Context: an optimization exercise on an open-source flow, tuned for small area and a short achievable clock period. The choices shown serve that exercise and are no tape-out recipe. In this exercise RTL edits were held to simulation tests only and were not proved equivalent to the original. Power is estimated from default activity; no workload was simulated.

==> flow/design.v <==
module trysim(input i_clk, input i_rst, input i_cfg_we, input [4:0] i_cfg_idx, input [3:0] i_cfg_vel,
              output o2,o3,o4,o5,o6,o7,o8,o9,o10,o11,o12,o13,o14,o15,o16,o17,o18,o19,o20,o21);
parameter dim = 20;
parameter step = 2;
parameter t = 200;
reg [2:0] b21,b2,b3,b4,b5,b6,b7,b8,b9,b10,b11,b12,b13,b14,b15,b16,b17,b18,b19,b20;
reg [3:0] vel [0:99];
reg [10:0] tim;
reg [10:0] pos [0:99];
reg [1:0] ans [0:99];
integer ctr;
integer i;
reg [1:0] stopp;
integer l;
always @(posedge i_clk) begin
	if (i_rst) begin
		for (i = 0; i < 30; i = i + 1) begin
			if (i_cfg_we && i_cfg_idx == i) begin
				vel[i] <= i_cfg_vel;
			end
			pos[i] <= 0;
		end
		ctr <= 0;
		stopp <= 2'b00;
		b2 <= 0; b3 <= 0; b4 <= 0; b5 <= 0; b6 <= 0; b7 <= 0; b8 <= 0; b9 <= 0; b10 <= 0; b11 <= 0;
		b12 <= 0; b13 <= 0; b14 <= 0; b15 <= 0; b16 <= 0; b17 <= 0; b18 <= 0; b19 <= 0; b20 <= 0; b21 <= 0;
	end else if (stopp==2'b00) begin
			for (i = 0; i < 30; i = i + 1) begin
					tim = 2*i;  
					if (ctr < tim) begin
						pos[i] = 0;
					end 
					if (ctr == tim) begin
							pos[i] = 11'b00000000001;
					end
					if (ctr > tim) begin
							pos[i] = pos[i] + vel[i];
					end
			end
		  for (i = 1; i < 30; i = i + 1) begin
				if ((pos[i] != 0) && (pos[i-1] != 0) && (pos[i] >= pos[i-1])) begin
					 pos[i] = pos[i-1] - 1;
					 vel[i] = vel[i-1];
				 end
		  end
		  for (l = 0; l < dim +1; l = l + 1) begin
				ans[l]=0;
			end
		  for (l = 1; l < dim+1 ; l = l + 1) begin
				for (i = 0; i < 30; i = i + 1) begin
					 if (l == pos[i] ) begin
						  ans[l] = 3'b001;
					 end
				end
		  end
		  for (i = 3; i < 30; i = i + 1) begin
				if ((pos[i] != 0) && (pos[i-3] < dim) && (pos[i] == pos[i-1] - 1) && (pos[i-1] == pos[i-2] - 1) && (pos[i-2] == pos[i-3] - 1)) begin
					 stopp = 2'b01;
				 end
		  end
			ctr <= ctr + 1;
	b2 <= ans[1];
	b3 <= ans[2];
	b4 <= ans[3];
	b5 <= ans[4];
	b6 <= ans[5];
	b7 <= ans[6];
	b8 <= ans[7];
	b9 <= ans[8];
	b10 <= ans[9];
	b11 <= ans[10];
	b12 <= ans[11];
	b13 <= ans[12];
	b14 <= ans[13];
	b15 <= ans[14];
	b16 <= ans[15];
	b17 <= ans[16];
	b18 <= ans[17];
	b19 <= ans[18];
	b20 <= ans[19];
	b21 <= ans[20];
end
end
	assign o2 = b2;
	assign o3 = b3;
	assign o4 = b4;
	assign o5 = b5;
	assign o6 = b6;
	assign o7 = b7;
	assign o8 = b8;
	assign o9 = b9;
	assign o10 = b10;
	assign o11 = b11;
	assign o12 = b12;
	assign o13 = b13;
	assign o14 = b14;
	assign o15 = b15;
	assign o16 = b16;
	assign o17 = b17;
	assign o18 = b18;
	assign o19 = b19;
	assign o20 = b20;
	assign o21 = b21;
endmodule
==> flow/run.sh <==
#!/bin/bash
# synth_recipe.tcl (not shown) runs the flow's synth.tcl, then flattens the netlist and writes it again
# the make line also repeats each setting of config.mk as NAME=value (left out here)
make -C /OpenROAD-flow-scripts/flow DESIGN_CONFIG=/design/flow/config.mk WORK_HOME=/design/flow/orfs CLKGATE_MAP_FILE= SYNTH_SCRIPT=/design/flow/synth_recipe.tcl finish
==> flow/config.mk <==
export PLATFORM = sky130hd
export DESIGN_NAME = trysim
export DESIGN_NICKNAME = trysim
export VERILOG_FILES = /design/flow/design.v
export SDC_FILE = /design/flow/constraint.sdc
export NUM_CORES = 4
export LEC_CHECK = 0
export CAP_MARGIN = 20
export CORE_MARGIN = 2
export CORE_UTILIZATION = 40
export PLACE_DENSITY = 0.6
export SLEW_MARGIN = 20
==> flow/constraint.sdc <==
create_clock -name core_clock -period 65.0 [get_ports {i_clk}]
set_input_delay 13.0000 -clock core_clock [delete_from_list [all_inputs] [get_ports {i_clk}]]
set_output_delay 13.0000 -clock core_clock [all_outputs]
set_load 0.01 [all_outputs]
==> reports/metrics.cfg, run 1 <==
[status]
status = complete, no violations

[layout]
mostFrequentLayoutCells = nor2_1, nand2_1, a21oi_1
multi_input_area_mm2 = 0.06019
area_growth_pct = 14.14
largest_reg_flops = 330
top_register = pos
regArea_mm2 = 0.01128
mostFrequentLayoutCell = nor2_1
fillers = 18380
final_nets = 10710
top_regs = pos (330), vel (120), ctr (32)
drive_above_1_share_pct = 17.98
post-route-util_pct = 46.07

[yosys]
synth-main-ff-cell = dfxtp_1
synth_top_area_share_pct = 10.48
ys_seq_elements = 503
synth_edf_count = 120
synth_top_cell_by_area = dfxtp_1
synth_area_leaders = dfxtp_1, ha_1, nor2_1
synth_fp_nets = 10420
yosys_warnings = 4
avgSynthCellArea_um2 = 7.414
seq_area_frac_synth_pct = 15.40
async_reset_ff_share_pct = 0
syn_area_mm2 = 0.07319
yosysUniqueCellTypes = 215
synth_cells = 9872

[floorplan]
top_level_ports = 32
dieArea_mm2 = 0.1864
rows = 156
initial_core_util_pct = 40.36
die_h_um = 431.8
core_area_mm2 = 0.1813
die_w_um = 431.8

[global_route]
grt_pass1_vias = 73480
grt_pass1_wl_um = 474700
antenna_found_initial = 11
grtUsageTotal_pct = 32.70
grt_overflow = 0
grt_max_degree = 130

[power]
power_density_mw_per_mm2 = 12.99
ir_worst_vdd_uv = 19.89
power_mw = 1.085
leakage_nw = 33.52

[critical_path]
path_max_fanout = 25
crit_slowest_cell = or4_4
crit_required_ns = 65.61
crit_path_end_kind = register
cpMostUsedCell = a21o_1
path_class = register to register
worstSetupStartpointType = register
max_stage_delay_ns = 0.57
cp_num_buf_inv = 44
crit_family = compound AO/OA/AOI/OAI gates
worstPathArrival_ns = 63.04

[cts]
clk_latency_ns = 0.74
hold_buffers = 0
root_buffer = clkbuf_16
cts_tree = built
clk_pin_slew_ns = 0.06
clock_path_buffers = 3
numCtsBuffers = 73
htree_levels = 3
clkSinkCount = 503

[sta]
finalMaxSlewViolations = 0
setup_viol = 0
tightestPinTransition_ns = 1.228
max_freq_ghz = 0.01602
maxSlewHeadroom_pct = 17.25
hold_viol = 0
finalCriticalPeriod_ns = 62.43
min_period_over_period_pct = 96.05
fin_worst_skew_ns = 0.05093

[hold_path]
holdCritPathClass = register to register

[detailed_routing]
dr.pass1.iters = 9
dr_wl_met2_um = 138800
vias = 79380
avgViaCountPerCell = 6.298
drc = 0
initialDrtViolationCount = 8897
ant_nets = 0
wl_met1_um = 147900
highest_layer = met5
wl_met3_um = 25700
drt-total-wl_um = 322200
avgRoutedWirePerCell_um = 25.56

[place]
dp.final_hpwl_um = 254200
io_buffers = 31
gp_congestion = 1.013

[flow_run]
drv_cap = 0

==> path summary, 6_finish.rpt <==
kind / start / to / slack [ns] / depth (start not counted)
max: ctr[12] / b4[0] / 2.57 / 349
min: pos[27][3] / pos[27][3] / 0.46 / 2
max reg2reg: ctr[12] / b4[0] / 2.57 / 349
min reg2reg: pos[27][3] / pos[27][3] / 0.46 / 2
==> cell type report <==
cell class	instances	share of cell area, %
well taps	2370	3.550
multi-input cells	8594	72.05
clock inverters	40	0.5946
clock buffers	95	2.420
inverters	348	1.628
diodes	5	0.01498
flip-flops and latches	503	13.50
repair buffers	649	6.238
==> kinds of logic (layout without fill, tap and decap cells) <==
logic type / count (synthesis) / count (layout) / synth area share, %
and+or+nand+nor: 4058 / 4066 / 27.55
AOI/OAI and AO/OA: 2895 / 2896 / 27.68
xor gates and xnor gates: 805 / 805 / 9.871
buffers and inverters: 784 / 1132 / 5.650
adders and majority gates: 539 / 539 / 9.497
DFF: 503 / 503 / 15.40
muxes: 288 / 288 / 4.353
other: 0 / 5 / 0
==> what timing repair did <==
action	CTS	global route
resized for setup	43	256
pin swaps	13	147
setup endpoints to repair	36	70
cloned	1	12
endpoints found under the hold margin	0	0
setup buffers	23	192
==> layer usage <==
layer | vias to the layer above | track usage [%]
met1 | 38630 | 47.33
met2 | 3608 | 50.02
met3 | 516 | 4.810
li1 | 36630 | -
met5 | - | 0
met4 | 4 | 9.045
==> metrics by stage <==
step                instances  worst slack [ns]  setup TNS, ns  hold slack (ns)  cell area [um2]
floorplan                9872          0.003077              0           0.4363            74740
global placement        12230           -0.1804         -1.439           0.4463            77780
detailed placement      12240            -1.227         -32.64           0.4509            77800
CTS                     12400          0.009116              0           0.4592            80710
global route            12600           -0.3424         -5.889           0.4756            83530
finish                  12600             2.568              0           0.4593            83540
==> report_power, final <==
group,leakage (nW),internal (mW),total [mW],switching [mW]
Sequential,4.25,0.330,0.340,0.00957
Clock,1.21,0.248,0.433,0.185
Combinational,28.1,0.107,0.312,0.205
Total,33.5,0.685,1.08,0.400
==> synthesized netlist by cell type, types with 88 or more instances <==
cell / n
a21o_1: 196
a21oi_1: 869
a221oi_1: 95
a31oi_1: 114
and2_1: 137
and3_1: 94
clkbuf_1: 232
dfxtp_1: 383
edfxtp_1: 120
ha_1: 501
inv_1: 318
mux2i_1: 187
nand2_1: 955
nand2b_1: 98
nand3_1: 240
nand4_1: 140
nor2_1: 1377
nor2b_1: 123
nor3_1: 229
o21a_1: 88
o21ai_0: 493
xnor2_1: 555
xor2_1: 231
==> worst min-delay path: stages (launching register included) <==
cell and delay, ns:
dfxtp_1 0.30, nand2_1 0.05, a21oi_1 0.05
==> run 2: changes to the inputs <==
==> flow/design.v (replaced) <==
module trysim(input i_clk, input i_rst, input i_cfg_we, input [4:0] i_cfg_idx, input [3:0] i_cfg_vel,
              output o2,o3,o4,o5,o6,o7,o8,o9,o10,o11,o12,o13,o14,o15,o16,o17,o18,o19,o20,o21);
localparam N = 30;
localparam W = 12;
reg [W-1:0] pos [0:N-1];     
reg [3:0]   vel [0:N-1];
reg [5:0]   ctr;             
reg         stopp;
reg [20:1]  occ;
wire [W-1:0] c  [0:N-1];
wire [W-1:0] u  [0:N-1];
wire [3:0]   nv [0:N-1];
wire [N-1:0] zero;
wire [N-1:0] eq;             
genvar i, k;
generate
for (i = 0; i < N; i = i + 1) begin : car
	wire notent = !stopp && (ctr < 2*i);
	wire enter  = !stopp && (ctr == 2*i);
	wire [3:0] vm = stopp ? 4'd0 : vel[i];
	wire [W-1:0] s = pos[i] + {8'd0, vm};
	wire wrap = s[W-1] && (s[W-2:0] >= i);
	wire [W-1:0] mv = {s[W-1] & ~wrap, s[W-2:0]};
	assign c[i] = notent ? i : enter ? i + 1 : mv;
	wire [N:i+1] ge;
	wire [N:i+1] g;
	for (k = i + 1; k <= N; k = k + 1) begin : th
		assign ge[k] = (c[i] >= k);
		if (i == 0) begin : g0
			assign g[k] = ge[k];
		end else begin : gn
			assign g[k] = ge[k] & (zero[i-1] | car[i-1].g[k]);
		end
	end
	assign zero[i] = ~g[i+1];
	if (i == 0) begin : r0
		assign u[i]  = c[i];
		assign nv[i] = vel[i];
		assign eq[i] = 1'b0;
	end else begin : rn
		wire [W:0] sa, sb;   
		assign sa[W] = zero[i-1];
		assign sb[W] = 1'b0;
		for (k = W - 1; k >= 0; k = k - 1) begin : bt
			wire a = c[i][k];
			wire b = u[i-1][k];
			assign u[i][k] = (a | sb[k+1]) & (b | sa[k+1]);
			assign sa[k] = sa[k+1] | (~sb[k+1] & ~a & b);
			assign sb[k] = sb[k+1] | (~sa[k+1] & a & ~b);
		end
		assign nv[i] = sb[0] ? nv[i-1] : vel[i];
		assign eq[i] = ~sa[0];
	end
end
endgenerate
wire [20:1] hit [0:N-1];
wire [N-1:0] jam;
generate
for (i = 0; i < N; i = i + 1) begin : res
	for (k = 1; k <= 20; k = k + 1) begin : dec
		assign hit[i][k] = (u[i] == i + k);
	end
	if (i >= 3) begin : jm
		assign jam[i] = eq[i] & eq[i-1] & eq[i-2] & ~zero[i] & (u[i] <= i + 16);
	end else begin : nj
		assign jam[i] = 1'b0;
	end
	always @(posedge i_clk) begin
		pos[i] <= u[i];
		if (i_rst) begin
			if (i_cfg_we && i_cfg_idx == i) vel[i] <= i_cfg_vel;
		end else begin
			vel[i] <= nv[i];
		end
	end
end
endgenerate
reg [20:1] any;
integer j;
always @* begin
	any = 20'd0;
	for (j = 0; j < N; j = j + 1) any = any | hit[j];
end
always @(posedge i_clk) begin
	if (i_rst) begin
		ctr <= 6'd0;
		stopp <= 1'b0;
		occ <= 20'd0;
	end else begin
		if (ctr != 6'd63) ctr <= ctr + 6'd1;
		stopp <= |jam;
		occ <= any;
	end
end
assign {o21,o20,o19,o18,o17,o16,o15,o14,o13,o12,o11,o10,o9,o8,o7,o6,o5,o4,o3,o2} = occ;
endmodule
--- a/flow/config.mk
+++ b/flow/config.mk
@@ -6,4 +6,5 @@
 export NUM_CORES = 4
 export LEC_CHECK = 0
+export ABC_AREA = 1
 export CAP_MARGIN = 20
 export CORE_MARGIN = 2
==> run 2 against run 1 <==
Against the previous run:
- still clean
- combinational power decreased by 6.4%
- critical path depth fell by 273
- routed wire length is 28% lower
- critical endpoint is now vel[29][1]
==> reports/metrics.cfg, run 2 <==
[cts]
clk_latency_ns = 0.71
numCtsBuffers = 72
clock_path_buffers = 3
root_buffer = clkbuf_16
htree_levels = 3
clk_pin_slew_ns = 0.06
cts_resized = 0
cts_setup_buffers = 0
cts_tree = built
clkSinkCount = 506
hold_buffers = 0

[yosys]
synth-main-ff-cell = dfxtp_1
yosys_warnings = 3
async_reset_ff_share_pct = 0
synthTopCellsByCount = nand2_1, inv_1, nor2_1
avgSynthCellArea_um2 = 5.718
syn_area_mm2 = 0.05743
synth_top_cell_by_area = nand2_1
ys_seq_elements = 506
seq_area_frac_synth_pct = 19.73
synth_fp_nets = 10210
synth_area_leaders = nand2_1, dfxtp_1, inv_1
yosysMostFrequentCell = nand2_1
synth_edf_count = 120
synth_cells = 10040
synth_top_area_share_pct = 19.27
yosysUniqueCellTypes = 84

[power]
power_mw = 1.058
leakage_nw = 31.94
power_density_mw_per_mm2 = 17.02
ir_worst_vdd_uv = 19.57

[layout]
mostFrequentLayoutCells = nand2_1, inv_1, nor2_1
regArea_mm2 = 0.01133
final_nets = 10230
multi_input_area_mm2 = 0.03892
largest_reg_flops = 359
fillers = 15590
stdcell_area_mm2 = 0.06216
drive_above_1_share_pct = 8.597
top_regs = pos (359), vel (120), occ (20)
top_register = pos
mostFrequentLayoutCell = nand2_1
area_growth_pct = 8.240

[critical_path]
max_stage_delay_ns = 0.78
crit_slowest_cell = a21oi_2
path_class = register to register
crit_path_end_kind = register
crit_required_ns = 65.34
cpMostUsedCell = nand2_1
worstPathArrival_ns = 17.68
path_max_fanout = 84
worstSetupStartpointType = register

[floorplan]
top_level_ports = 32
initial_core_util_pct = 40.12
die_w_um = 382.9
dieArea_mm2 = 0.1466
core_area_mm2 = 0.1431
die_h_um = 382.9
rows = 139

[place]
dp.final_hpwl_um = 193900
gp_congestion = 1.038
place_ws_ns = 47.92
place_area_mm2 = 0.05966
io_buffers = 31

[sta]
finalMaxSlewViolations = 0
finalCriticalPeriod_ns = 17.34
tightestPinTransition_ns = 1.139
setup_viol = 0
hold_viol = 0
setup_ws_ns = 47.66
maxSlewHeadroom_pct = 23.88
finalSetupTns_ns = 0
max_freq_ghz = 0.05767
rsz0062_at_grt = no
fin_worst_skew_ns = 0.04434
min_period_over_period_pct = 26.68

[detailed_routing]
initialDrtViolationCount = 6063
ant_nets = 0
dr.pass1.iters = 7
avgRoutedWirePerCell_um = 19.23
drt-total-wl_um = 231200
drc = 0
vias = 65070
avgViaCountPerCell = 5.411

[global_route]
grt_pass1_wl_um = 349300
antenna_found_initial = 4
grt_pass1_vias = 60540
grt_max_degree = 85
grt_overflow = 0
grtUsageTotal_pct = 30.47

[hold_path]
holdCritPathClass = register to register

[status]
status = complete, no violations

[flow_run]
drv_cap = 0

run 2: path summary, 6_finish.rpt:
| kind | startpoint | end | slack, ns | cells after the start |
|---|---|---|---|---|
| worst max-delay path | stopp | vel[29][1] | 47.66 | 76 |
| worst min-delay path | pos[4][11] | pos[4][11] | 0.53 | 2 |
| worst max register to register | stopp | vel[29][1] | 47.66 | 76 |
| worst min register to register | pos[4][11] | pos[4][11] | 0.53 | 2 |
run 2: cells by family (layout without fill, tap and decap cells):
kind of cell	Yosys count	after routing	share of synthesized area (%)
buf+inv	1845	1921	12.55
simple gates	5907	5907	46.02
other cells	0	2	0
fa+ha+maj	153	153	3.726
flops	506	506	19.73
compound gates	1419	1419	14.71
xor+xnor	214	214	3.264
run 2: where the power goes:
group	leakage [nW]	internal [mW]	switching [mW]
clock network	1.20	0.250	0.173
registers	4.30	0.335	0.00647
logic	26.4	0.0809	0.211
run 2: layout make-up:
| cell class | count | area share (%) |
|---|---|---|
| diodes | 2 | 0.008051 |
| clock buffers | 92 | 3.132 |
| well taps | 1903 | 3.830 |
| repair buffers | 51 | 0.7568 |
| flip-flops and latches | 506 | 18.23 |
| clock inverters | 38 | 0.8715 |
| multi-input cells | 7693 | 62.62 |
| inverters | 1740 | 10.55 |
run 2: per-stage QoR:
stage          util (%)  std cells  hold WS [ns]
6_report          43.43      12030        0.5271
5_1_grt           43.43      12020        0.5455
4_1_cts           43.42      12020        0.5317
3_5_place_dp      41.68      11890        0.5180
3_3_place_gp      41.68      11890        0.5105
2_1_floorplan         -      10040        0.4949
run 2: metal layers:
| metal | part of all wire, % | global-route usage (%) |
|---|---|---|
| met5 | 0.0099 | 0 |
| met1 | 45 | 41.08 |
| met4 | 4.2 | 11.58 |
| met3 | 6.6 | 4.038 |
| met2 | 44 | 49.25 |
run 2: critical path, delay by kind of cell, from the launching register on:
family          cells  cell delay [ns]
xor+xnor            1             0.36
flops               1             0.74
buf+inv             5             1.07
fa+ha+maj           2             0.46
simple gates       45             5.39
compound gates     23             8.66
==> run 3: changes to the inputs <==
--- a/flow/design.v
+++ b/flow/design.v
@@ -18,13 +18,25 @@
 	wire notent = !stopp && (ctr < 2*i);
 	wire enter  = !stopp && (ctr == 2*i);
+	wire move   = !notent && !enter;
 	wire [3:0] vm = stopp ? 4'd0 : vel[i];
-	wire [W-1:0] s = pos[i] + {8'd0, vm};
-	wire wrap = s[W-1] && (s[W-2:0] >= i);
+	wire [5:0] lo = {1'b0, pos[i][4:0]} + {2'b00, vm};
+	wire [6:0] hi = pos[i][W-1:5];
+	wire       k5 = lo[5];
+	wire [W-1:0] s = {hi + {6'd0, k5}, lo[4:0]};
+	wire hz = (hi == 7'd0) && !k5;                               
+	wire hw = ((hi == 7'd64) && !k5) || ((hi == 7'd63) && k5);    
+	wire loi = (lo[4:0] >= i);
+	wire wrap = s[W-1] && !(hw && !loi);
 	wire [W-1:0] mv = {s[W-1] & ~wrap, s[W-2:0]};
 	assign c[i] = notent ? i : enter ? i + 1 : mv;
+	wire sml = hz || (hw && loi);
 	wire [N:i+1] ge;
 	wire [N:i+1] g;
 	for (k = i + 1; k <= N; k = k + 1) begin : th
-		assign ge[k] = (c[i] >= k);
+		if (k == i + 1) begin : ent
+			assign ge[k] = enter || (move && (!sml || lo[4:0] >= k));
+		end else begin : mov
+			assign ge[k] = move && (!sml || lo[4:0] >= k);
+		end
 		if (i == 0) begin : g0
 			assign g[k] = ge[k];
--- a/flow/config.mk
+++ b/flow/config.mk
@@ -9,5 +9,5 @@
 export CAP_MARGIN = 20
 export CORE_MARGIN = 2
-export CORE_UTILIZATION = 40
-export PLACE_DENSITY = 0.6
+export CORE_UTILIZATION = 60
+export PLACE_DENSITY = 0.72
 export SLEW_MARGIN = 20
==> run 3 against run 2 <==
Against the previous run:
- total power is 0.98% higher
- via count up 5.1%
- global-route usage is 13 points higher
- first-iteration DRC count increased by 43%
- final area down 0.33%
- critical path type unchanged
- critical endpoint is now vel[28][3]
- largest cell class unchanged
- highest routed layer unchanged
==> reports/metrics.cfg, run 3 <==
[critical_path]
crit_family = compound AO/OA/AOI/OAI gates
reg2reg_slack_ns = 48.32
path_max_fanout = 75
worstSetupStartpointType = register
crit_cells = 74
endpoint = vel[28][3]
worstPathArrival_ns = 17.03
max_stage_delay_ns = 0.92
crit_slowest_cell = dfxtp_4
rr_worst_depth = 74
critPathLaunch = stopp
cp_num_buf_inv = 4
cpMostUsedCell = a21oi_4
path_class = register to register
crit_path_end_kind = register
reg2reg_from = stopp
crit_required_ns = 65.36
r2r_end = vel[28][3]

[detailed_routing]
dr_wl_met2_um = 103600
avgViaCountPerCell = 6.027
drt-total-wl_um = 224300
avgRoutedWirePerCell_um = 19.76
vias = 68380
dr.pass1.iters = 9
wl_met1_um = 82090
wl_met3_um = 20350
ant_nets = 0
drc = 0
highest_layer = met5
initialDrtViolationCount = 8642

[yosys]
synth_edf_count = 120
ys_seq_elements = 506
synth_area_leaders = nand2_1, dfxtp_1, inv_1
synth-main-ff-cell = dfxtp_1
syn_area_mm2 = 0.05816
async_reset_ff_share_pct = 0
yosysUniqueCellTypes = 85
synth_cells = 9999
synthTopCellsByCount = nand2_1, inv_1, nor2_1
synth_fp_nets = 10220
avgSynthCellArea_um2 = 5.816
synth_top_cell_by_area = nand2_1
seq_area_frac_synth_pct = 19.48
synth_top_area_share_pct = 17.97
yosys_warnings = 3
yosysMostFrequentCell = nand2_1

[cts]
clk_latency_ns = 0.68
cts_resized = 0
hold_buffers = 0
numCtsBuffers = 69
root_buffer = clkbuf_16
cts_setup_buffers = 0
htree_levels = 3
clkSinkCount = 506
clock_path_buffers = 3
cts_tree = built
clk_pin_slew_ns = 0.06

[global_route]
grtUsageTotal_pct = 43.39
grt_pass1_vias = 64060
antenna_found_initial = 4
grt_overflow = 0
grt_max_degree = 99
grt_pass1_wl_um = 341600

[layout]
top_regs = pos (359), vel (120), occ (20)
drive_above_1_share_pct = 10.40
top_register = pos
area_growth_pct = 6.536
regArea_mm2 = 0.01133
mostFrequentLayoutCell = nand2_1
stdcell_count = 11350
final_nets = 10240
mostFrequentLayoutCells = nand2_1, inv_1, nor2_1
stdcell_area_mm2 = 0.06196
largest_reg_flops = 359
fillers = 8989
multi_input_area_mm2 = 0.03944

[sta]
hold_viol = 0
max_freq_ghz = 0.05997
min_period_over_period_pct = 25.66
rsz0062_at_grt = no
fin_worst_skew_ns = 0.04088
whs_ns = 0.6393
finalCriticalPeriod_ns = 16.68
tightestPinTransition_ns = 1.169
setup_viol = 0
finalSetupTns_ns = 0
maxSlewHeadroom_pct = 21.91
finalMaxSlewViolations = 0

[floorplan]
die_h_um = 315.3
top_level_ports = 32
initial_core_util_pct = 60.31
dieArea_mm2 = 0.09943
rows = 114
core_area_mm2 = 0.09642
die_w_um = 315.3

[place]
io_buffers = 31
place_area_mm2 = 0.05944
place_inst = 11220
gp_congestion = 1.110
dp.final_hpwl_um = 183200

[status]
status = complete, no violations

[flow_run]
drv_cap = 0

[hold_path]
holdCritPathClass = register to register

[power]
ir_worst_vdd_uv = 19.50
power_density_mw_per_mm2 = 17.24
leakage_nw = 32.19

[run 3: kinds of logic after synthesis]
group,after synthesis,synth area share [%]
and+or+nand+nor,5814,45.72
buffers and inverters,1871,12.71
AOI/OAI and AO/OA,1486,15.44
DFF,506,19.48
adders and majority gates,213,4.970
xor gates and xnor gates,109,1.680
[run 3: report_power, final]
group / switching (mW) / internal [mW] / leakage, nW
Clock: 0.175 / 0.252 / 1.20
Combinational: 0.223 / 0.0783 / 26.7
Sequential: 0.00546 / 0.335 / 4.30
Total: 0.404 / 0.665 / 32.2
[run 3: metrics by stage]
stage	utilization [%]	setup WS, ns	total power [mW]
after detailed placement	61.64	49.08	0.6298
final	64.26	48.32	1.068
after floorplan	-	50.51	0.5329
after global routing	64.25	47.22	1.100
after CTS	64.20	48.93	1.052
after global placement	61.64	49.33	0.6282
[run 3: layout make-up]
type / instances / share of cell area (%)
Antenna cell: 4 / 0.01616
Clock buffer: 82 / 3.068
Clock inverter: 43 / 0.9128
Inverter: 1769 / 10.78
Multi-Input combinational cell: 7622 / 63.66
Sequential cell: 506 / 18.29
Tap cell: 1276 / 2.577
Timing Repair Buffer: 44 / 0.6987
[run 3: worst min-delay path, delay by kind of cell, from the launching register on]
family / cells / cell delay (ns)
compound gates: 1 / 0.11
flops: 1 / 0.33
simple gates: 1 / 0.12
[run 3: worst min path at each step]
stage,cells after the start,to,slack (ns),from
6_report,2,pos[0][10],0.64,pos[0][10]
5_1_grt,3,pos[20][11],0.68,pos[20][11]
4_1_cts,2,pos[0][10],0.62,pos[0][10]
3_5_place_dp,2,pos[0][10],0.62,pos[0][10]
3_3_place_gp,3,pos[20][11],0.60,pos[20][11]
2_1_floorplan,2,pos[0][10],0.54,pos[0][10]
[run 3: layer usage]
| metal | vias to the layer above | GRT usage, % |
|---|---|---|
| li1 | 32300 | - |
| met1 | 31150 | 49.20 |
| met2 | 3905 | 73.99 |
| met3 | 1024 | 7.832 |
| met4 | 6 | 30.20 |
| met5 | - | 0 |
==> run 4: changes to the inputs <==
--- a/flow/design.v
+++ b/flow/design.v
@@ -58,6 +58,6 @@
 			wire b = u[i-1][k];
 			assign u[i][k] = (a | sb[k+1]) & (b | sa[k+1]);
-			assign sa[k] = sa[k+1] | (~sb[k+1] & ~a & b);
-			assign sb[k] = sb[k+1] | (~sa[k+1] & a & ~b);
+			assign sa[k] = sa[k+1] | (b & ~u[i][k]);
+			assign sb[k] = sb[k+1] | (a & ~u[i][k]);
 		end
 		assign nv[i] = sb[0] ? nv[i-1] : vel[i];
@@ -70,9 +70,15 @@
 generate
 for (i = 0; i < N; i = i + 1) begin : res
+	wire hz6 = (u[i][W-1:6] == 0);
+	wire [7:0] ah, bl;
+	for (k = 0; k < 8; k = k + 1) begin : pd
+		assign ah[k] = hz6 && (u[i][5:3] == k);
+		assign bl[k] = (u[i][2:0] == k);
+	end
 	for (k = 1; k <= 20; k = k + 1) begin : dec
-		assign hit[i][k] = (u[i] == i + k);
+		assign hit[i][k] = ah[(i + k) >> 3] & bl[(i + k) & 7];
 	end
 	if (i >= 3) begin : jm
-		assign jam[i] = eq[i] & eq[i-1] & eq[i-2] & ~zero[i] & (u[i] <= i + 16);
+		assign jam[i] = eq[i] & eq[i-1] & eq[i-2] & (|hit[i][16:1]);
 	end else begin : nj
 		assign jam[i] = 1'b0;
==> run 4 against run 3 <==
Against the previous run:
- highest routed layer unchanged
- clock skew rose by 0.011 ns
- sequential share of layout area rose by 0.81 points
- core utilization rose by 0.39 points
- first-iteration DRC count fell by 11%
- via count fell by 5.5%
- critical path type unchanged
- combinational power fell by 3%
- synthesized area fell by 4.2%
- worst setup slack improved by 0.86 ns
- critical path depth did not move
- global-route usage fell by 2.2 points
==> reports/metrics.cfg, run 4 <==
[critical_path]
worstPathArrival_ns = 16.19
path_max_fanout = 68
crit_family = compound AO/OA/AOI/OAI gates
crit_slowest_cell = a21oi_2
max_stage_delay_ns = 0.73
crit_required_ns = 65.37
cpMostUsedCell = nand2_1
cp_num_buf_inv = 3
path_class = register to register
worstSetupStartpointType = register
crit_path_end_kind = register

[floorplan]
die_h_um = 308.8
top_level_ports = 32
dieArea_mm2 = 0.09534
die_w_um = 308.8
rows = 111
core_area_mm2 = 0.09180
initial_core_util_pct = 60.71

[power]
power_mw = 1.034
leakage_nw = 30.52
power_density_mw_per_mm2 = 17.42
ir_worst_vdd_uv = 17.63

[yosys]
synth_fp_nets = 9785
synth_cells = 9560
yosysUniqueCellTypes = 88
synth_top_area_share_pct = 18.79
async_reset_ff_share_pct = 0
syn_area_mm2 = 0.05573
yosysMostFrequentCell = nand2_1
synth_top_cell_by_area = nand2_1
synth_edf_count = 120
ys_seq_elements = 506
seq_area_frac_synth_pct = 20.33
avgSynthCellArea_um2 = 5.829
synth_area_leaders = nand2_1, dfxtp_1, inv_1
synth-main-ff-cell = dfxtp_1
synthTopCellsByCount = nand2_1, inv_1, nor2_1
yosys_warnings = 3

[sta]
fin_worst_skew_ns = 0.05236
finalMaxSlewViolations = 0
rsz0062_at_grt = no
min_period_over_period_pct = 24.34
finalSetupTns_ns = 0
hold_viol = 0
finalCriticalPeriod_ns = 15.82
setup_viol = 0
maxSlewHeadroom_pct = 16.50
whs_ns = 0.5917
max_freq_ghz = 0.06322
tightestPinTransition_ns = 1.221

[layout]
top_regs = pos (359), vel (120), occ (20)
mostFrequentLayoutCells = nand2_1, inv_1, nor2_1
area_growth_pct = 6.489
mostFrequentLayoutCell = nand2_1
final_nets = 9795
top_register = pos
largest_reg_flops = 359
drive_above_1_share_pct = 8.103
stdcell_area_mm2 = 0.05934

[global_route]
grt_pass1_vias = 59980
antenna_found_initial = 7
grt_pass1_wl_um = 314500
grtUsageTotal_pct = 41.21
grt_overflow = 0
grt_max_degree = 98

[hold_path]
holdCritPathClass = register to register

[detailed_routing]
avgViaCountPerCell = 5.946
avgRoutedWirePerCell_um = 18.67
vias = 64650
drc = 0
ant_nets = 0
initialDrtViolationCount = 7664
dr.pass1.iters = 7
drt-total-wl_um = 202900

[flow_run]
drv_cap = 0

[cts]
clock_path_buffers = 3
htree_levels = 3
clkSinkCount = 506
clk_latency_ns = 0.68
numCtsBuffers = 68
cts_tree = built
cts_setup_buffers = 0
cts_resized = 0
hold_buffers = 0
clk_pin_slew_ns = 0.06
root_buffer = clkbuf_16

[status]
status = complete, no violations

[place]
gp_congestion = 1.071
place_area_mm2 = 0.05698
io_buffers = 31
dp.final_hpwl_um = 165600

[run 4: changes by cell type in the layout (fill, tap and decap cells not counted), moves of 25 or more]
cell	previous run	this run
a221oi_1	53	23
nand3_1	615	573
nor2_1	1148	970
o2111ai_1	27	52
inv_1	1661	1580
o21ai_0	544	573
nand2_2	512	349
nand4_1	153	122
inv_2	81	54
nor4_1	61	90
nor3_1	192	260
nand3_2	67	28
[run 4: per-layer routing]
metal / track usage [%] / vias up / share of wire [%]
li1: - / 31050 / -
met1: 51.57 / 29530 / 41
met2: 67.60 / 3364 / 45
met3: 7.831 / 695 / 9.2
met4: 20.91 / 8 / 5.6
met5: 0 / - / 0.027
[run 4: area by class of cell]
cell class / instances / area (um2)
multi-input combinational: 7284 / 37410
tap: 1243 / 1555
timing repair buffer: 45 / 412.9
antenna: 3 / 7.507
fill: 8462 / 32460
sequential: 506 / 11330
clock inverter: 38 / 485.5
clock buffer: 88 / 1867
inverter: 1665 / 6267
[run 4: power by group]
part	switching, mW	leakage (nW)	internal [mW]	total, mW
Combinational	0.211	25.1	0.0797	0.291
Clock	0.170	1.14	0.231	0.401
Sequential	0.00643	4.30	0.335	0.342
Total	0.387	30.5	0.646	1.03
[run 4: stage by stage]
stage                     utilization [%]  cells  setup WS [ns]
after floorplan                         -   9560          50.57
after CTS                           64.64  10870          49.58
after detailed placement            62.07  10740          49.49
after global placement              62.07  10740          49.69
final                               64.64  10870          49.18
after global routing                64.64  10870          47.65
[run 4: logic make-up (layout without fill, tap and decap cells)]
group / Yosys count / after routing / synth area share (%)
compound gates: 1514 / 1514 / 16.31
mux: 4 / 4 / 0.07633
simple gates: 5433 / 5433 / 43.61
other cells: 0 / 3 / 0
fa+ha+maj: 213 / 213 / 5.186
buf+inv: 1770 / 1836 / 12.54
xor+xnor: 120 / 120 / 1.940
flops: 506 / 506 / 20.33
[run 4: final timing paths]
| check | from | end | slack, ns | cells past startpoint |
|---|---|---|---|---|
| max reg2reg | stopp | vel[29][2] | 49.18 | 74 |
| max | stopp | vel[29][2] | 49.18 | 74 |
| min | ctr[0] | ctr[0] | 0.59 | 1 |
| min reg2reg | ctr[0] | ctr[0] | 0.59 | 1 |
==> run 5: changes to the inputs <==
--- a/flow/config.mk
+++ b/flow/config.mk
@@ -9,5 +9,5 @@
 export CAP_MARGIN = 20
 export CORE_MARGIN = 2
-export CORE_UTILIZATION = 60
-export PLACE_DENSITY = 0.72
+export CORE_UTILIZATION = 70
+export PLACE_DENSITY = 0.8
 export SLEW_MARGIN = 20
==> run 5 against run 4 <==
Against the previous run:
- fmax decreased by 1.8%
- largest power group unchanged
- total power decreased by 3.3%
- sequential power about the same
- register-to-register slack got worse by 0.29 ns
- routed wire length decreased by 4.0%
- clock power decreased by 7.7%
- global-route usage increased by 4.1 points
- via count increased by 2.1%
- first-iteration DRC count increased by 29%
- critical path depth unchanged
- synthesized area unchanged
==> reports/metrics.cfg, run 5 <==
[yosys]
synth-main-ff-cell = dfxtp_1
synth_cells = 9560
synth_edf_count = 120
yosysUniqueCellTypes = 88
syn_area_mm2 = 0.05573
seq_area_frac_synth_pct = 20.33
synth_fp_nets = 9785
synth_top_area_share_pct = 18.79
ys_seq_elements = 506
synth_top_cell_by_area = nand2_1
yosysMostFrequentCell = nand2_1
synth_area_leaders = nand2_1, dfxtp_1, inv_1
yosys_warnings = 3
synthTopCellsByCount = nand2_1, inv_1, nor2_1
async_reset_ff_share_pct = 0
avgSynthCellArea_um2 = 5.829

[layout]
mostFrequentLayoutCells = nand2_1, inv_1, nor2_1
largest_reg_flops = 359
final_nets = 9782
top_register = pos
area_growth_pct = 5.581
top_regs = pos (359), vel (120), occ (20)
mostFrequentLayoutCell = nand2_1
drive_above_1_share_pct = 8.024
stdcell_area_mm2 = 0.05884

[cts]
htree_levels = 2
root_buffer = clkbuf_16
clk_pin_slew_ns = 0.07
clkSinkCount = 506
cts_tree = built
clock_path_buffers = 3
numCtsBuffers = 60
clk_latency_ns = 0.70
cts_setup_buffers = 0
cts_resized = 0
hold_buffers = 0

[detailed_routing]
avgViaCountPerCell = 6.185
drt-total-wl_um = 194700
ant_nets = 0
drc = 0
dr.pass1.iters = 10
avgRoutedWirePerCell_um = 18.25
vias = 65990
initialDrtViolationCount = 9911

[sta]
max_freq_ghz = 0.06209
finalCriticalPeriod_ns = 16.11
setup_viol = 0
finalSetupTns_ns = 0
min_period_over_period_pct = 24.78
hold_viol = 0
maxSlewHeadroom_pct = 17.08
rsz0062_at_grt = no
whs_ns = 0.5974
finalMaxSlewViolations = 0
tightestPinTransition_ns = 1.233
fin_worst_skew_ns = 0.04016

[place]
io_buffers = 31
place_area_mm2 = 0.05670
dp.final_hpwl_um = 154300
gp_congestion = 1.136

[power]
power_uw = 1000
ir_worst_vdd_uv = 23.41
leakage_nw = 30.36
power_density_mw_per_mm2 = 16.99

[floorplan]
die_h_um = 286.2
die_w_um = 286.2
dieArea_mm2 = 0.08188
core_area_mm2 = 0.07887
rows = 103
top_level_ports = 32
initial_core_util_pct = 70.66

[critical_path]
reg2reg_slack_ns = 48.89
r2r_end = occ[6]
path_class = register to register
reg2reg_from = ctr[1]
max_stage_delay_ns = 0.84
critPathLaunch = ctr[1]
path_max_fanout = 29
rr_worst_depth = 74
cpMostUsedCell = nand2_1
crit_path_end_kind = register
crit_slowest_cell = dfxtp_1
crit_required_ns = 65.59
endpoint = occ[6]
worstSetupStartpointType = register
worstPathArrival_ns = 16.69

[global_route]
grt_overflow = 0
grtUsageTotal_pct = 45.34
grt_pass1_vias = 60540
grt_pass1_wl_um = 303700
antenna_found_initial = 9
grt_max_degree = 114

[hold_path]
whs_path_depth = 1
holdCritPathClass = register to register

[flow_run]
drv_cap = 0

[status]
status = complete, no violations

-- run 5: cell count changes in the layout (fill, tap and decap cells not counted), moves of 2 or more --
| cell | change |
|---|---|
| inv_6 | +7 |
| clkbuf_1 | -8 |
| clkbuf_8 | -5 |
| inv_16 | -2 |
| buf_4 | -5 |
| clkinv_2 | -4 |
| clkbuf_16 | -7 |
| clkinv_8 | -2 |
| clkinvlp_4 | +3 |
| diode_2 | +6 |
| clkinv_4 | +4 |
| clkinvlp_2 | +3 |
-- run 5: final cells by class --
cell class              count  area, um2
multi-input cells        7284      37410
fillers                  6492      20030
flip-flops and latches    506      11330
inverters                1665       6267
clock buffers              68       1593
well taps                1050       1314
clock inverters            46      523.0
repair buffers             40      375.4
diodes                      9      22.52
-- run 5: cell families after synthesis --
family / share of synthesized area (%)
flip-flops: 20.33
multiplexers: 0.07633
adder cells (fa/ha/maj): 5.186
XOR/XNOR: 1.940
AO/OA/AOI/OAI: 16.31
buffers and inverters: 12.54
AND/OR/NAND/NOR: 43.61
-- run 5: critical path: cells and delay by family, from the launching register on --
family / cells / cell delay, ns
AOI/OAI and AO/OA: 23 / 8.14
adders and majority gates: 1 / 0.28
buffers and inverters: 5 / 1.04
DFF: 1 / 0.84
and+or+nand+nor: 45 / 5.60
-- run 5: power by group --
| group | leakage (nW) | switching [mW] | internal (mW) |
|---|---|---|---|
| logic | 25.1 | 0.209 | 0.0794 |
| clock network | 1.00 | 0.166 | 0.204 |
| registers | 4.30 | 0.00647 | 0.335 |
-- run 5: how the worst min path moves through the flow --
| stage | start | endpoint | slack, ns |
|---|---|---|---|
| 2_1_floorplan | ctr[0] | ctr[0] | 0.48 |
| 3_3_place_gp | ctr[0] | ctr[0] | 0.53 |
| 3_5_place_dp | ctr[0] | ctr[0] | 0.55 |
| 4_1_cts | ctr[0] | ctr[0] | 0.57 |
| 5_1_grt | ctr[0] | ctr[0] | 0.61 |
| 6_report | ctr[0] | ctr[0] | 0.60 |
-- run 5: metrics by stage --
step | setup WS, ns | instances | utilization, %
after floorplan | 50.57 | 9560 | -
after detailed placement | 49.42 | 10550 | 71.89
final | 48.89 | 10670 | 74.60
after CTS | 49.48 | 10660 | 74.57
after global routing | 47.67 | 10660 | 74.58
after global placement | 49.61 | 10550 | 71.89
-- run 5: metal layers --
layer,wire length [um],vias up,share of wire (%),GRT usage [%]
met2,86570,4314,44,74.35
met5,105,-,0.054,0
met3,21840,959,11,9.126
met4,12180,6,6.3,24.25
met1,74020,29660,38,56.11
li1,-,31050,-,-
==> run 6: changes to the inputs <==
--- a/flow/design.v
+++ b/flow/design.v
@@ -7,4 +7,5 @@
 reg [5:0]   ctr;             
 reg         stopp;
+reg [5:0]   stp;             
 reg [20:1]  occ;
 wire [W-1:0] c  [0:N-1];
@@ -16,8 +17,9 @@
 generate
 for (i = 0; i < N; i = i + 1) begin : car
-	wire notent = !stopp && (ctr < 2*i);
-	wire enter  = !stopp && (ctr == 2*i);
+	wire st = stp[i / 5];
+	wire notent = !st && (ctr < 2*i);
+	wire enter  = !st && (ctr == 2*i);
 	wire move   = !notent && !enter;
-	wire [3:0] vm = stopp ? 4'd0 : vel[i];
+	wire [3:0] vm = st ? 4'd0 : vel[i];
 	wire [5:0] lo = {1'b0, pos[i][4:0]} + {2'b00, vm};
 	wire [6:0] hi = pos[i][W-1:5];
@@ -104,8 +106,10 @@
 		ctr <= 6'd0;
 		stopp <= 1'b0;
+		stp <= 6'd0;
 		occ <= 20'd0;
 	end else begin
 		if (ctr != 6'd63) ctr <= ctr + 6'd1;
 		stopp <= |jam;
+		for (j = 0; j < 6; j = j + 1) stp[j] <= (|(jam >> (5 * j + 3))) | (|(jam << (30 - 5 * j - 3)));
 		occ <= any;
 	end
--- a/flow/config.mk
+++ b/flow/config.mk
@@ -9,5 +9,5 @@
 export CAP_MARGIN = 20
 export CORE_MARGIN = 2
-export CORE_UTILIZATION = 70
-export PLACE_DENSITY = 0.8
+export CORE_UTILIZATION = 60
+export PLACE_DENSITY = 0.72
 export SLEW_MARGIN = 20
==> run 6 against run 5 <==
Against the previous run:
- still clean
- count of clock-buffer cells in the layout is 15 higher
- combinational power up 4%
- sequential power is essentially flat
- final area is 0.49% higher
- sequential share of layout area is 0.069 points higher
- final cell count grew 2.9%
- critical endpoint is now stp[0]
- largest cell class unchanged
==> reports/metrics.cfg, run 6 <==
[detailed_routing]
avgViaCountPerCell = 6.073
initialDrtViolationCount = 9186
dr.pass1.iters = 9
ant_nets = 0
vias = 66680
drc = 0
drt-total-wl_um = 212600
avgRoutedWirePerCell_um = 19.36

[sta]
min_period_over_period_pct = 25.40
rsz0062_at_grt = no
tightestPinTransition_ns = 1.318
fin_worst_skew_ns = 0.02818
max_freq_ghz = 0.06056
setup_viol = 0
hold_viol = 0
finalCriticalPeriod_ns = 16.51
finalSetupTns_ns = 0
maxSlewHeadroom_pct = 11.88
finalMaxSlewViolations = 0

[critical_path]
path_max_fanout = 28
r2r_end = stp[0]
crit_path_end_kind = register
crit_required_ns = 65.54
reg2reg_from = ctr[1]
rr_worst_depth = 77
worstSetupStartpointType = register
max_stage_delay_ns = 0.98
path_class = register to register
reg2reg_slack_ns = 48.49
cpMostUsedCell = nand2_1
crit_slowest_cell = dfxtp_1
worstPathArrival_ns = 17.06

[cts]
clk_latency_ns = 0.67
cts_resized = 0
htree_levels = 3
clock_path_buffers = 3
clk_pin_slew_ns = 0.05
cts_tree = built
cts_setup_buffers = 0
hold_buffers = 0
numCtsBuffers = 69
root_buffer = clkbuf_16
clkSinkCount = 511

[layout]
area_growth_pct = 6.849
mostFrequentLayoutCells = nand2_1, inv_1, nor2_1
mostFrequentLayoutCell = nand2_1
stdcell_count = 10980
stdcell_area_mm2 = 0.05913
top_register = pos
drive_above_1_share_pct = 5.578
final_nets = 9961
largest_reg_flops = 359
top_regs = pos (359), vel (120), occ (20)

[yosys]
yosysMostFrequentCell = nand2_1
yosys_warnings = 3
synth_fp_nets = 9944
yosysUniqueCellTypes = 79
avgSynthCellArea_um2 = 5.694
syn_area_mm2 = 0.05534
async_reset_ff_share_pct = 0
synth_cells = 9719
synth-main-ff-cell = dfxtp_1
synth_area_leaders = nand2_1, dfxtp_1, inv_1
synth_top_area_share_pct = 20.57
synth_edf_count = 120
synth_top_cell_by_area = nand2_1
seq_area_frac_synth_pct = 20.66
synthTopCellsByCount = nand2_1, inv_1, nor2_1
ys_seq_elements = 511

[hold_path]
holdCritPathClass = register to register
min_to = ctr[0]
whs_path_depth = 1
hp-start = ctr[0]

[place]
gp_congestion = 1.116
dp.final_hpwl_um = 172900
io_buffers = 31
place_area_mm2 = 0.05679
place_inst = 10850

[power]
ir_worst_vdd_uv = 23.10
power_mw = 1.047
power_density_mw_per_mm2 = 17.71
leakage_nw = 31.10

[global_route]
grt_overflow = 0
top_usage_layer = met2
grtUsageTotal_pct = 42.87
grt_util_met3_pct = 10.89
grt_util_met1_pct = 58.21
grt_max_degree = 114
antenna_found_initial = 5
grt_use_met2_pct = 65.43
grt_pass1_wl_um = 322500
grt_pass1_vias = 60130

[floorplan]
top_level_ports = 32
dieArea_mm2 = 0.09467
die_h_um = 307.7
core_area_mm2 = 0.09152
rows = 111
initial_core_util_pct = 60.46
die_w_um = 307.7

[status]
status = complete, no violations

[flow_run]
drv_cap = 0

-- run 6: worst max-delay path by stage --
stage / start / to / slack [ns] / cells past startpoint
after floorplan: i_rst / occ[10] / 50.70 / 4
after global placement: ctr[1] / stp[0] / 49.56 / 76
after detailed placement: stp[0] / stp[0] / 49.26 / 80
after CTS: stp[0] / stp[0] / 49.20 / 78
after global routing: stp[0] / stp[0] / 47.01 / 78
final: ctr[1] / stp[0] / 48.49 / 77
-- run 6: layout make-up --
| type | instances | area [um2] |
|---|---|---|
| fillers | 8671 | 32400 |
| multi-input cells | 7398 | 37000 |
| repair buffers | 54 | 480.5 |
| diodes | 5 | 12.51 |
| flip-flops and latches | 511 | 11430 |
| clock buffers | 83 | 1871 |
| clock inverters | 41 | 452.9 |
| well taps | 1186 | 1484 |
| inverters | 1702 | 6399 |
-- run 6: per-layer routing --
layer,vias up,share of wire (%)
met5,-,0.015
met4,6,4.1
met3,587,13
met2,4009,42
met1,30470,41
li1,31610,-
-- run 6: power by group --
part	switching [mW]	internal [mW]
Clock	0.167	0.235
Combinational	0.221	0.0790
Sequential	0.00596	0.338
Total	0.395	0.652
-- run 6: critical path, delay by kind of cell (launching register included) --
family                   cells  cell delay, ns
buffers and inverters        3            0.49
AND/OR/NAND/NOR             55            7.90
flip-flops                   1            0.98
adder cells (fa/ha/maj)      1            0.33
AO/OA/AOI/OAI               18            6.59
-- run 6: logic make-up (layout without fill, tap and decap cells) --
group,count (synthesis),after routing,synth area share [%]
and+or+nand+nor,5626,5626,44.14
buffers and inverters,1810,1880,12.53
AOI/OAI and AO/OA,1460,1460,15.84
DFF,511,511,20.66
adders and majority gates,213,213,5.223
xor gates and xnor gates,99,99,1.614
other,0,5,0
-- run 6: stage by stage --
| stage | setup slack, ns | util [%] | hold WS, ns |
|---|---|---|---|
| after CTS | 49.20 | 64.58 | 0.5596 |
| after global placement | 49.56 | 62.04 | 0.5362 |
| after floorplan | 50.70 | - | 0.4942 |
| after global routing | 47.01 | 64.59 | 0.5971 |
| after detailed placement | 49.26 | 62.05 | 0.5443 |
| final | 48.49 | 64.60 | 0.5726 |
==> run 7: changes to the inputs <==
--- a/flow/design.v
+++ b/flow/design.v
@@ -7,5 +7,4 @@
 reg [5:0]   ctr;             
 reg         stopp;
-reg [5:0]   stp;             
 reg [20:1]  occ;
 wire [W-1:0] c  [0:N-1];
@@ -13,13 +12,13 @@
 wire [3:0]   nv [0:N-1];
 wire [N-1:0] zero;
-wire [N-1:0] eq;             
+wire [N-1:0] eq;
+wire [N-1:0] cp;             
 genvar i, k;
 generate
 for (i = 0; i < N; i = i + 1) begin : car
-	wire st = stp[i / 5];
-	wire notent = !st && (ctr < 2*i);
-	wire enter  = !st && (ctr == 2*i);
+	wire notent = (ctr < 2*i);
+	wire enter  = (ctr == 2*i);
 	wire move   = !notent && !enter;
-	wire [3:0] vm = st ? 4'd0 : vel[i];
+	wire [3:0] vm = vel[i];
 	wire [5:0] lo = {1'b0, pos[i][4:0]} + {2'b00, vm};
 	wire [6:0] hi = pos[i][W-1:5];
@@ -51,4 +50,5 @@
 		assign u[i]  = c[i];
 		assign nv[i] = vel[i];
+		assign cp[i] = 1'b0;
 		assign eq[i] = 1'b0;
 	end else begin : rn
@@ -63,4 +63,5 @@
 			assign sb[k] = sb[k+1] | (a & ~u[i][k]);
 		end
+		assign cp[i] = sb[0];
 		assign nv[i] = sb[0] ? nv[i-1] : vel[i];
 		assign eq[i] = ~sa[0];
@@ -86,10 +87,11 @@
 		assign jam[i] = 1'b0;
 	end
+	wire wr = i_rst && i_cfg_we && (i_cfg_idx == i);
 	always @(posedge i_clk) begin
 		pos[i] <= u[i];
-		if (i_rst) begin
-			if (i_cfg_we && i_cfg_idx == i) vel[i] <= i_cfg_vel;
-		end else begin
-			vel[i] <= nv[i];
+		if (wr) begin
+			vel[i] <= i_cfg_vel;
+		end else if (!i_rst && !stopp && cp[i]) begin
+			vel[i] <= nv[(i == 0) ? 0 : i - 1];
 		end
 	end
@@ -106,11 +108,11 @@
 		ctr <= 6'd0;
 		stopp <= 1'b0;
-		stp <= 6'd0;
 		occ <= 20'd0;
 	end else begin
 		if (ctr != 6'd63) ctr <= ctr + 6'd1;
-		stopp <= |jam;
-		for (j = 0; j < 6; j = j + 1) stp[j] <= (|(jam >> (5 * j + 3))) | (|(jam << (30 - 5 * j - 3)));
-		occ <= any;
+		if (!stopp) begin
+			stopp <= |jam;
+			occ <= any;
+		end
 	end
 end
==> run 7 against run 6 <==
Against the previous run:
- worst setup slack improved by 0.97 ns
- largest power group unchanged
- final cell count up 0.40%
- sequential share of layout area decreased by 0.41 points
- highest routed layer unchanged
- final area grew 1.3%
- via count shrank 3.3%
- combinational power is 28% lower
==> reports/metrics.cfg, run 7 <==
[power]
leakage_nw = 30.86
p_clk_share_pct = 41.4
swShare_pct = 34.22
power_density_mw_per_mm2 = 15.65
p_sw_uw = 320.8
power_uw = 937.6
comb_power_share_pct = 23.0
ir_worst_vdd_uv = 22.01
p_int_uw = 616.7
pwr-share-seq_pct = 35.6

[hold_path]
holdCritPathClass = register to register

[layout]
top_regs = pos (359), vel (120), occ (20)
largest_reg_flops = 359
post-route-util_pct = 64.27
area_growth_pct = 6.333
final_nets = 9939
mostFrequentLayoutCells = nand2_1, inv_1, nor2_1
drive_above_1_share_pct = 8.504
top_register = pos
stdcell_area_mm2 = 0.05989
fillers = 9131
stdcell_count = 11020
mostFrequentLayoutCell = nand2_1

[yosys]
seq_area_frac_synth_pct = 20.12
yosysMostFrequentCell = nand2_1
ys_seq_elements = 506
synth_top_family_by_area = simple AND/OR/NAND/NOR gates
yosys_warnings = 3
synth_compound_area_share_pct = 15.52
syn_area_mm2 = 0.05632
synth_cells = 9675
synth_edf_count = 120
async_reset_ff_share_pct = 0
synthTopCellsByCount = nand2_1, inv_1, nor2_1
synthAdderAreaFrac_pct = 5.132
synth_area_leaders = nand2_1, dfxtp_1, inv_1
synthSimpleGateAreaFrac_pct = 45.49
yosysUniqueCellTypes = 89
synth_fp_nets = 9900
synth_top_area_share_pct = 19.96
avgSynthCellArea_um2 = 5.822
synth-main-ff-cell = dfxtp_1
synth-xor-area-share_pct = 1.633
synth_top_cell_by_area = nand2_1
synthMuxAreaShare_pct = 0.05554

[sta]
rsz0062_at_grt = no
finalMaxSlewViolations = 0
finalSetupTns_ns = 0
fin_worst_skew_ns = 0.03349
min_period_over_period_pct = 23.92
hold_viol = 0
finalCriticalPeriod_ns = 15.55
setup_ws_ns = 49.45
tightestPinTransition_ns = 1.203
maxSlewHeadroom_pct = 17.73
whs_ns = 0.5423
setup_viol = 0
max_freq_ghz = 0.06432

[place]
io_buffers = 31
place_area_mm2 = 0.05765
place_ws_ns = 48.90
place_inst = 10900
dp.final_hpwl_um = 163100
gp_congestion = 1.088

[global_route]
grt_pass1_vias = 58720
grt_overflow = 0
grt_max_degree = 32
antenna_found_initial = 10
grtUsageTotal_pct = 40.02
grt_pass1_wl_um = 306800

[floorplan]
dieArea_mm2 = 0.09634
core_area_mm2 = 0.09319
rows = 112
die_h_um = 310.4
die_w_um = 310.4
initial_core_util_pct = 60.44
top_level_ports = 32

[cts]
cts_resized = 0
htree_levels = 3
clk_latency_ns = 0.66
hold_buffers = 0
clock_path_buffers = 3
cts_tree = built
clkSinkCount = 506
cts_setup_buffers = 0
numCtsBuffers = 67
clk_pin_slew_ns = 0.06
root_buffer = clkbuf_16

[critical_path]
worstSetupStartpointType = primary input
critPathLaunch = i_rst
endpoint = vel[7][0]
reg2reg_from = ctr[1]
reg2reg_slack_ns = 49.48
r2r_end = vel[29][3]
path_class = primary input to register
crit_required_ns = 65.27
crit_path_end_kind = register
rr_worst_depth = 73
worstPathArrival_ns = 15.82
path_max_fanout = 13

[detailed_routing]
ant_nets = 0
initialDrtViolationCount = 6797
dr.pass1.iters = 7
drt-total-wl_um = 199700
avgRoutedWirePerCell_um = 18.11
avgViaCountPerCell = 5.849
drc = 0
vias = 64480

[status]
status = complete, no violations

[flow_run]
drv_cap = 0

[run 7: changes by cell type after synthesis, moves of 38 or more]
cell / before / now
nor2_1: 975 / 924
or2_2: 12 / 50
nand2_1: 3033 / 2995
nand2_4: 37 / 88
o21ai_0: 529 / 483
nand2_2: 226 / 357
a21oi_1: 400 / 462
nand3_1: 650 / 583
inv_1: 1640 / 1541
[run 7: worst min path at each step]
stage / from / end / slack, ns / cells past startpoint
floorplan: pos[0][10] / pos[0][10] / 0.51 / 2
global placement: occ[12] / occ[12] / 0.54 / 2
detailed placement: occ[2] / occ[2] / 0.53 / 2
CTS: occ[3] / occ[3] / 0.55 / 2
global route: occ[3] / occ[3] / 0.57 / 2
finish: occ[3] / occ[3] / 0.54 / 2
[run 7: cells by family (layout without fill, tap and decap cells)]
| logic type | Yosys count | in the layout |
|---|---|---|
| adder cells (fa/ha/maj) | 213 | 213 |
| flip-flops | 506 | 506 |
| AO/OA/AOI/OAI | 1449 | 1449 |
| XOR/XNOR | 102 | 102 |
| multiplexers | 3 | 3 |
| AND/OR/NAND/NOR | 5704 | 5704 |
| other | 0 | 10 |
| buffers and inverters | 1698 | 1783 |
[run 7: area by class of cell]
type | instances | area, um2 | area share, %
Multi-Input combinational cell | 7471 | 38210 | 63.81
Sequential cell | 506 | 11330 | 18.92
Inverter | 1615 | 6090 | 10.17
Clock buffer | 81 | 1832 | 3.058
Tap cell | 1254 | 1569 | 2.620
Timing Repair Buffer | 53 | 452.9 | 0.7563
Clock inverter | 34 | 377.9 | 0.6309
Antenna cell | 10 | 25.02 | 0.04178
[run 7: power by group through the flow]
stage / Clock, mW / Sequential (mW) / Combinational (mW)
final: 0.388 / 0.334 / 0.216
after detailed placement: 0 / 0.340 / 0.205
after global placement: 0 / 0.340 / 0.203
after global routing: 0.401 / 0.334 / 0.230
after floorplan: 0 / 0.339 / 0.144
after CTS: 0.389 / 0.334 / 0.207
[run 7: routing by layer]
layer | up-vias | routed length [um] | track usage [%]
met4 | 2 | 8819 | 16.91
met1 | 29350 | 80860 | 50.33
li1 | 31570 | - | -
met3 | 553 | 20240 | 8.228
met2 | 3004 | 89760 | 66.42
met5 | - | 13 | 0
[run 7: critical path, stage by stage]
cell	delay, ns
clkdlybuf4s50_1	0.76
nand2_1	0.18
nor2_1	0.77
inv_1	0.15
nor2_1	0.33
nand3_1	0.32
o21ai_0	0.30
==> run 8: changes to the inputs <==
--- a/flow/design.v
+++ b/flow/design.v
@@ -69,4 +69,14 @@
 end
 endgenerate
+wire [3:0] wa;
+wire [7:0] wb;
+generate
+for (i = 0; i < 8; i = i + 1) begin : wdec
+	if (i < 4) begin : ha
+		assign wa[i] = i_rst & i_cfg_we & (i_cfg_idx[4:3] == i);
+	end
+	assign wb[i] = (i_cfg_idx[2:0] == i);
+end
+endgenerate
 wire [20:1] hit [0:N-1];
 wire [N-1:0] jam;
@@ -87,5 +97,5 @@
 		assign jam[i] = 1'b0;
 	end
-	wire wr = i_rst && i_cfg_we && (i_cfg_idx == i);
+	wire wr = wa[i >> 3] & wb[i & 7];
 	always @(posedge i_clk) begin
 		pos[i] <= u[i];
==> run 8 against run 7 <==
Against the previous run:
- critical endpoint is now vel[29][3]
- combinational power is 31% higher
- still clean on timing, DRC and antenna
- synthesized area is 2.7% higher
- flip-flop and latch count stayed put
- register-to-register slack worse by 0.48 ns
- routed wire length is 10% higher
- via count is 2.9% higher
- critical path type is now register to register
- final area is 3.2% higher
- hold slack better by 0.016 ns
==> reports/metrics.cfg, run 8 <==
[status]
status = complete, no violations

[sta]
setup_viol = 0
whs_ns = 0.5581
finalCriticalPeriod_ns = 16.00
hold_viol = 0
finalSetupTns_ns = 0
tightestPinTransition_ns = 1.228
max_freq_ghz = 0.06248
fin_worst_skew_ns = 0.03835
maxSlewHeadroom_pct = 16.04
finalMaxSlewViolations = 0
rsz0062_at_grt = no
min_period_over_period_pct = 24.62

[layout]
mostFrequentLayoutCell = nand2_1
multi_input_area_mm2 = 0.03988
drive_above_1_share_pct = 13.50
area_growth_pct = 6.838
final_nets = 9949
fillers = 8830
regArea_mm2 = 0.01133
top_regs = pos (359), vel (120), occ (20)
stdcell_count = 11050
mostFrequentLayoutCells = nand2_1, inv_1, nor2_1
largest_reg_flops = 359
stdcell_area_mm2 = 0.06181
post-route-util_pct = 64.87
top_register = pos

[floorplan]
die_h_um = 314.5
core_area_mm2 = 0.09529
rows = 113
top_level_ports = 32
dieArea_mm2 = 0.09893
initial_core_util_pct = 60.72
die_w_um = 314.5

[power]
leakage_nw = 31.02
power_density_mw_per_mm2 = 16.88
ir_worst_vdd_uv = 20.19

[hold_path]
whs_path_depth = 2
holdCritPathClass = register to register

[yosys]
synth_area_leaders = nand2_1, dfxtp_1, inv_1
ys_seq_elements = 506
synth_top_area_share_pct = 16.95
synth_edf_count = 120
synth_fp_nets = 9897
synth-main-ff-cell = dfxtp_1
avgSynthCellArea_um2 = 5.982
seq_area_frac_synth_pct = 19.58
synthTopCellsByCount = nand2_1, inv_1, nor2_1
synth_cells = 9672
yosys_warnings = 3
yosysUniqueCellTypes = 92
synth_top_cell_by_area = nand2_1
yosysMostFrequentCell = nand2_1
async_reset_ff_share_pct = 0
syn_area_mm2 = 0.05786

[detailed_routing]
ant_nets = 0
drc = 0
avgRoutedWirePerCell_um = 19.96
dr.pass1.iters = 8
avgViaCountPerCell = 6.010
initialDrtViolationCount = 6963
drt-total-wl_um = 220400
vias = 66380

[global_route]
grt_pass1_wl_um = 336200
grt_pass1_vias = 61710
grt_max_degree = 31
antenna_found_initial = 10
grt_overflow = 0
grtUsageTotal_pct = 43.01

[critical_path]
crit_required_ns = 65.38
max_stage_delay_ns = 0.87
crit_path_end_kind = register
crit_slowest_cell = dfxtp_1
path_max_fanout = 27
crit_family = compound AO/OA/AOI/OAI gates
rr_worst_depth = 80
cp_num_buf_inv = 8
worstPathArrival_ns = 16.39
worstSetupStartpointType = register
crit_cells = 80
cpMostUsedCell = nand2_2
path_class = register to register

[cts]
clk_latency_ns = 0.67
hold_buffers = 0
clkSinkCount = 506
cts_resized = 0
clk_pin_slew_ns = 0.07
cts_setup_buffers = 0
numCtsBuffers = 70
root_buffer = clkbuf_16
clock_path_buffers = 3
htree_levels = 3
cts_tree = built

[place]
dp.final_hpwl_um = 180200
place_area_mm2 = 0.05935
gp_congestion = 1.084
io_buffers = 31
place_inst = 10920

[flow_run]
drv_cap = 0

## run 8: metrics by stage
stage | worst slack (ns) | total power [mW]
6_report | 49.00 | 1.044
5_1_grt | 48.00 | 1.071
4_1_cts | 49.50 | 1.027
3_5_place_dp | 48.82 | 0.6133
3_3_place_gp | 48.95 | 0.6106
2_1_floorplan | 50.68 | 0.5274
## run 8: final cells by class
| class | count | share of cell area [%] |
|---|---|---|
| Sequential cell | 506 | 18.33 |
| Antenna cell | 4 | 0.01619 |
| Timing Repair Buffer | 56 | 0.7975 |
| Clock buffer | 89 | 3.180 |
| Clock inverter | 36 | 0.7813 |
| Tap cell | 1265 | 2.561 |
| Multi-Input combinational cell | 7488 | 64.52 |
| Inverter | 1602 | 9.815 |
## run 8: layer usage
layer | GRT usage [%] | part of all wire [%] | up-vias | routed length (um)
met4 | 25.27 | 6.8 | 14 | 14910
met3 | 8.630 | 9.7 | 845 | 21480
met1 | 52.06 | 39 | 30370 | 85230
li1 | - | - | 31600 | -
met2 | 70.72 | 45 | 3556 | 98750
met5 | 0 | 0.034 | - | 74
## run 8: kinds of logic after synthesis
group | after synthesis | synth area share, %
AND/OR/NAND/NOR | 5773 | 47.98
buffers and inverters | 1678 | 11.49
AO/OA/AOI/OAI | 1407 | 14.48
flip-flops | 506 | 19.58
adder cells (fa/ha/maj) | 213 | 4.995
XOR/XNOR | 93 | 1.434
multiplexers | 2 | 0.03460
## run 8: final timing paths
path                 to  startpoint  slack, ns
max          vel[29][3]      ctr[1]      49.00
min reg2reg     occ[12]     occ[12]       0.56
max reg2reg  vel[29][3]      ctr[1]      49.00
min             occ[12]     occ[12]       0.56
## run 8: report_power, final
group	internal [mW]	leakage [nW]	switching, mW	total, mW
Clock	0.251	1.18	0.171	0.422
Sequential	0.331	4.20	0.00684	0.338
Combinational	0.0752	25.6	0.208	0.283
Total	0.658	31.0	0.386	1.04
## run 8: worst reg2reg max path, delay by kind of cell (launching register included)
family,cells,cell delay [ns]
AO/OA/AOI/OAI,23,7.54
adder cells (fa/ha/maj),1,0.27
AND/OR/NAND/NOR,48,5.26
flip-flops,1,0.87
buffers and inverters,8,1.83

==> re-timing with driven ports <==
How much do the figures lean on ideal ports? The routed layouts below were timed once more, with nothing changed but the port constraints.
Step 1 (the two cells are an assumption about what drives the block):
set clk [get_ports {i_clk}]
set_driving_cell -lib_cell sky130_fd_sc_hd__clkbuf_16 $clk
set_driving_cell -lib_cell sky130_fd_sc_hd__buf_2 [delete_from_list [all_inputs] $clk]
Step 2 times the ports against the registers' clock, not the clock port: input delays grow and output delays shrink by t, the midpoint of the rising clock arrivals with the driver on.
a / b / c = no drivers / after step 1 / after step 2; a / b = the first two.
| run | t, ns | slack for setup (ns) | latest minus earliest clock arrival (ns) | slew at the worst register clock pin (ns) |
|---|---|---|---|---|
| run 1 | 0.812 | 2.568 / 2.568 / 2.568 | 0.051 / 0.051 | 0.08 / 0.08 |
| run 2 | 0.764 | 47.659 / 47.659 / 47.659 | 0.044 / 0.045 | 0.06 / 0.06 |
| run 3 | 0.740 | 48.324 / 48.324 / 48.324 | 0.041 / 0.040 | 0.07 / 0.07 |
| run 4 | 0.727 | 49.182 / 49.182 / 49.182 | 0.052 / 0.052 | 0.07 / 0.07 |
| run 5 | 0.754 | 48.894 / 48.894 / 48.894 | 0.040 / 0.040 | 0.07 / 0.07 |
| run 6 | 0.736 | 48.487 / 48.487 / 48.487 | 0.028 / 0.029 | 0.06 / 0.06 |
| run 7 | 0.721 | 49.454 / 49.480 / 48.784 | 0.033 / 0.034 | 0.07 / 0.07 |
| run 8 | 0.726 | 48.996 / 48.996 / 48.654 | 0.039 / 0.038 | 0.07 / 0.07 |
After both steps setup and hold are still met in every run listed. The setup slack of run 7, which loses most, moves by +0.026 ns with the drivers and by -0.670 ns with both steps.
